This is an optimization exercise on Yosys and OpenROAD, whose aim is small area, not a production implementation.
Only simulation tests tie the RTL to the original design; equivalence was not proved.
The flow treats the clock pin as an ideal source. Dropping or thinning the clock tree relies on that and would not hold on a real chip.
Power is estimated from default activity; no workload was simulated.

== v6 ==
==> module top, before the edit <==
module top(input clk, rst_raw, up, left, right, down,
           input [15:0] switches, output dp, a, b, c, d, e, f, g,
           output [3:0] anode, output load_done, output fsm_done);
    wire up_clean, left_clean, rst, right_clean, down_clean;
    debouncer udb(.clk(clk), .raw(up),      .clean(up_clean));
    debouncer ldb(.clk(clk), .raw(left),    .clean(left_clean));
    debouncer cdb(.clk(clk), .raw(rst_raw), .clean(rst));
    debouncer rdb(.clk(clk), .raw(right),   .clean(right_clean));
    debouncer ddb(.clk(clk), .raw(down),    .clean(down_clean));
    reg btn;
    wire any_now = up_clean | left_clean | right_clean | down_clean;
    localparam IDLE = 2'd0, READ = 2'd1, CONV = 2'd3, DISP = 2'd2;
    reg [1:0] ps;
    wire conv = (ps == CONV);
    reg [5:0] cnt;
    wire ld = |cnt[5:3];
    wire c48 = (cnt == 6'd48);
    wire c4849 = (cnt[5:1] == 5'b11000);
    wire fd = (ps != IDLE) | c48 | (cnt == 6'd47);
    assign load_done = ld;
    assign fsm_done = fd;
    always @(posedge clk)
        btn <= ~rst & (!ld ? left_clean : !fd ? right_clean : any_now);
    always @(posedge clk) begin
        if (rst)
            cnt <= 6'd0;
        else if (!ld)
            cnt <= cnt + {5'd0, btn};
        else if (!fd) begin
            if (!(cnt == 6'd10 && !btn))
                cnt <= cnt + 6'd1;
        end else if (c4849)
            cnt <= conv ? 6'd24 : 6'd49;
        else
            cnt <= cnt + 6'd1;
    end
    reg [15:0] mat;
    integer k;
    always @(posedge clk) begin
        for (k = 0; k < 8; k = k + 1)
            if (cnt == k)
                mat[15-2*k -: 2] <= switches[15-2*k -: 2];
    end
    always @(posedge clk) begin
        if (rst)
            ps <= IDLE;
        else case (ps)
            IDLE: if (c48) ps <= READ;
            READ: ps <= CONV;
            CONV: if (c48) ps <= DISP;
            DISP: if (btn) ps <= READ;
        endcase
    end
    reg [1:0] sel, cap, shown;
    reg [1:0] vs;
    wire to_read = (ps == IDLE) ? c48 : (ps == DISP) && btn;
    wire pick = to_read && any_now;
    wire start = conv && c4849;
    always @(posedge clk) begin
        if (rst)
            vs <= 2'd0;
        else if ((vs == 2'd0 && pick) || (vs == 2'd1 && start) || (vs == 2'd2 && c48))
            vs <= vs + 2'd1;
        if (pick) sel <= {~(up_clean | left_clean), ~up_clean & (left_clean | ~right_clean)};
        if (start) cap <= sel;
        if (c48) shown <= cap;
    end
    wire shown_valid = (vs == 2'd3);
    reg [9:0] lo;
    reg [1:0] hi;
    wire lz = ~|lo[8:0];
    wire lo_first = lz & ~lo[9];
    wire lo_last = lz & lo[9];
    always @(posedge clk) begin
        lo <= {lo[8:0], (lo[9] ^ lo[6] ^ lz) & ~rst};
        if (rst)
            hi <= 2'd0;
        else
            hi <= hi + {1'b0, lo_last};
    end
    assign anode = (hi == 2'd0) ? 4'b1110 :
                   (hi == 2'd1) ? 4'b0111 :
                   (hi == 2'd2) ? 4'b1011 : 4'b1101;
    wire [1:0] pidx = hi - {1'b0, lo_first};
    wire [1:0] a1 = shown[1] ? mat[11:10] : mat[15:14];
    wire [1:0] a2 = shown[1] ? mat[9:8]   : mat[13:12];
    wire [1:0] b1 = shown[0] ? mat[5:4]   : mat[7:6];
    wire [1:0] b2 = shown[0] ? mat[1:0]   : mat[3:2];
    wire [4:0] val = a1 * b1 + a2 * b2;
    wire tens = (val >= 5'd10);
    wire [3:0] ones = tens ? val - 5'd10 : val[3:0];
    reg [6:0] seg_ones;
    always @(*) begin
        case (ones)
            4'd0: seg_ones = 7'b0000001;
            4'd1: seg_ones = 7'b1001111;
            4'd2: seg_ones = 7'b0010010;
            4'd3: seg_ones = 7'b0000110;
            4'd4: seg_ones = 7'b1001100;
            4'd5: seg_ones = 7'b0100100;
            4'd6: seg_ones = 7'b0100000;
            4'd7: seg_ones = 7'b0001111;
            4'd8: seg_ones = 7'b0000000;
            4'd9: seg_ones = 7'b0001100;
            default: seg_ones = 7'b1111111;    
        endcase
    end
    wire t1 = shown_valid & (pidx == 2'd3) & tens;
    wire [6:0] seg = (shown_valid && pidx == 2'd0) ? seg_ones : {t1, 2'b00, t1, t1, t1, 1'b1};
    assign {a, b, c, d, e, f, g} = seg;
    assign dp = 1'b1;
endmodule
clock: 10.0 ns
lec_check: 0
cap_margin: 20
core_margin: 2
core_utilization: 40
slew_margin: 20
standard.sh (not shown) runs the stock make flow with config.mk's settings and CLKGATE_MAP_FILE= SYNTH_SCRIPT=/design/flow/synth_recipe.tcl, a recipe that flattens the netlist after the stock synthesis.
==> flow/flow/run.sh <==
#!/bin/bash
# Layout flow: the standard ORFS flow with
#  - synthesis as standard (same yosys synth, flop mapping and register
#    names), except that ABC maps all the logic, adders included, with an
#    area-oriented script (my_synth.tcl, abc_area.script), best of six
#    seeds
#  - port buffers of the smallest buffer cell
#  - a two-level clock tree, a root buffer driving six buffers
#    (cts_hook.tcl), instead of TritonCTS's H-tree
# Each tool's output goes to ORFS's own logs under orfs/logs; this script's
# and make's output goes to flow_run.log.
set -euo pipefail
HERE=$(pwd)
export MY_ABC_SCRIPT=$HERE/flow/abc_area.script
export MY_ABC_TRIES=6
export PRE_CTS_TCL=$HERE/flow/cts_hook.tcl
export MY_CTS_BUF=sky130_fd_sc_hd__clkbuf_8
export MY_CTS_NX=3
export MY_CTS_NY=2
export MY_CTS_ROOT=sky130_fd_sc_hd__clkbuf_2
{
  bash standard.sh \
    SYNTH_SCRIPT=$HERE/flow/my_synth.tcl \
    ADDER_MAP_FILE= \
    "BUFFER_PORTS_ARGS=-buffer_cell sky130_fd_sc_hd__buf_1" \
    finish
} > flow_run.log 2>&1
Other scripts of this flow, unchanged in this note and not shown: flow/flow/abc_area.script, flow/flow/cts_hook.tcl, flow/flow/my_synth.tcl
Having completed the whole flow, v6 delivered a layout that passed the timing, design-rule and antenna checks.
Changes in v7 relative to v6:
-- flow/design.v --
<<< v6, line 52
        endcase
    end
    reg [1:0] sel, cap, shown;
    reg [1:0] vs;
    wire to_read = (ps == IDLE) ? c48 : (ps == DISP) && btn;
    wire pick = to_read && any_now;
    wire start = conv && c4849;
    always @(posedge clk) begin
        if (rst)
            vs <= 2'd0;
        else if ((vs == 2'd0 && pick) || (vs == 2'd1 && start) || (vs == 2'd2 && c48))
            vs <= vs + 2'd1;
        if (pick) sel <= {~(up_clean | left_clean), ~up_clean & (left_clean | ~right_clean)};
        if (start) cap <= sel;
        if (c48) shown <= cap;
    end
    wire shown_valid = (vs == 2'd3);
    reg [9:0] lo;
    reg [1:0] hi;
>>> v7, line 52
        endcase
    end
    reg [2:0] sel, cap, shown;
    wire to_read = (ps == IDLE) ? c48 : (ps == DISP) && btn;
    wire pick = to_read && any_now;
    wire start = conv && c4849;
    always @(posedge clk) begin
        if (rst) begin
            sel[2] <= 1'b0;
            cap[2] <= 1'b0;
            shown[2] <= 1'b0;
        end else begin
            if (pick) sel[2] <= 1'b1;
            if (start) cap[2] <= sel[2];
            if (c48) shown[2] <= cap[2];
        end
        if (pick) sel[1:0] <= {~(up_clean | left_clean), ~up_clean & (left_clean | ~right_clean)};
        if (start) cap[1:0] <= sel[1:0];
        if (c48) shown[1:0] <= cap[1:0];
    end
    reg [9:0] lo;
    reg [1:0] hi;
<<< v6, line 106
        endcase
    end
    wire t1 = shown_valid & (pidx == 2'd3) & tens;
    wire [6:0] seg = (shown_valid && pidx == 2'd0) ? seg_ones : {t1, 2'b00, t1, t1, t1, 1'b1};
    assign {a, b, c, d, e, f, g} = seg;
    assign dp = 1'b1;
>>> v7, line 109
        endcase
    end
    wire t1 = shown[2] & (pidx == 2'd3) & tens;
    wire [6:0] seg = (shown[2] && pidx == 2'd0) ? seg_ones : {t1, 2'b00, t1, t1, t1, 1'b1};
    assign {a, b, c, d, e, f, g} = seg;
    assign dp = 1'b1;
### Flow results
- [compare] base=v6 new=v7: cell area after synthesis rose by 0.75%; peak per-stage delay on the critical path rose by 0.16 ns; clock insertion delay at the later pin of the skew report fell by 0.02 ns.
- v7 gives less routed wire length than v6 did.
- [compare] base=v6 new=v7: total power flat, design area now sits higher.
- From v6 to v7 the numbers moved as follows: share of the core filled with cells roughly the same, sequential group power roughly the same, global-route met2 utilization lower.
- Of v7 and v6, v7 shows the higher area of all sequential standard cells, with v6 below it.
- v6 vs v7, cell at the slowest stage of the critical path: edfxtp_1 vs a2111oi_0
In every run of this note, the design's own scripts or RTL, not TritonCTS, make the clock network.

## afterwards: timing with drivers on the ports
The flow's constraints put no driver on any port. The routed layouts listed below were extracted and timed again, unchanged, in two steps. Step 1, drivers: a clkbuf_16 drives clk and a buf_2 each remaining input, both assumed. Step 2 moves the port delays by t, midway between the first and last clock arrival at a register: inputs arrive t later, outputs are due t later. That takes back most of the time a late clock gives input paths. Slacks: ideal / step 1 / step 2; pairs: ideal / step 1.
run | t, ns | setup slack, ns | worst hold slack (ns) | worst setup path at the end | latest minus earliest clock arrival (ns)
v6 | 0.542 | 3.515 / 3.489 / 4.031 | 0.351 / 0.351 / 0.351 | register to output | 0.010 / 0.009
v7 | 0.517 | 3.759 / 3.733 / 4.250 | 0.355 / 0.355 / 0.355 | register to output | 0.008 / 0.008
After both steps setup and hold are still met in every run listed.
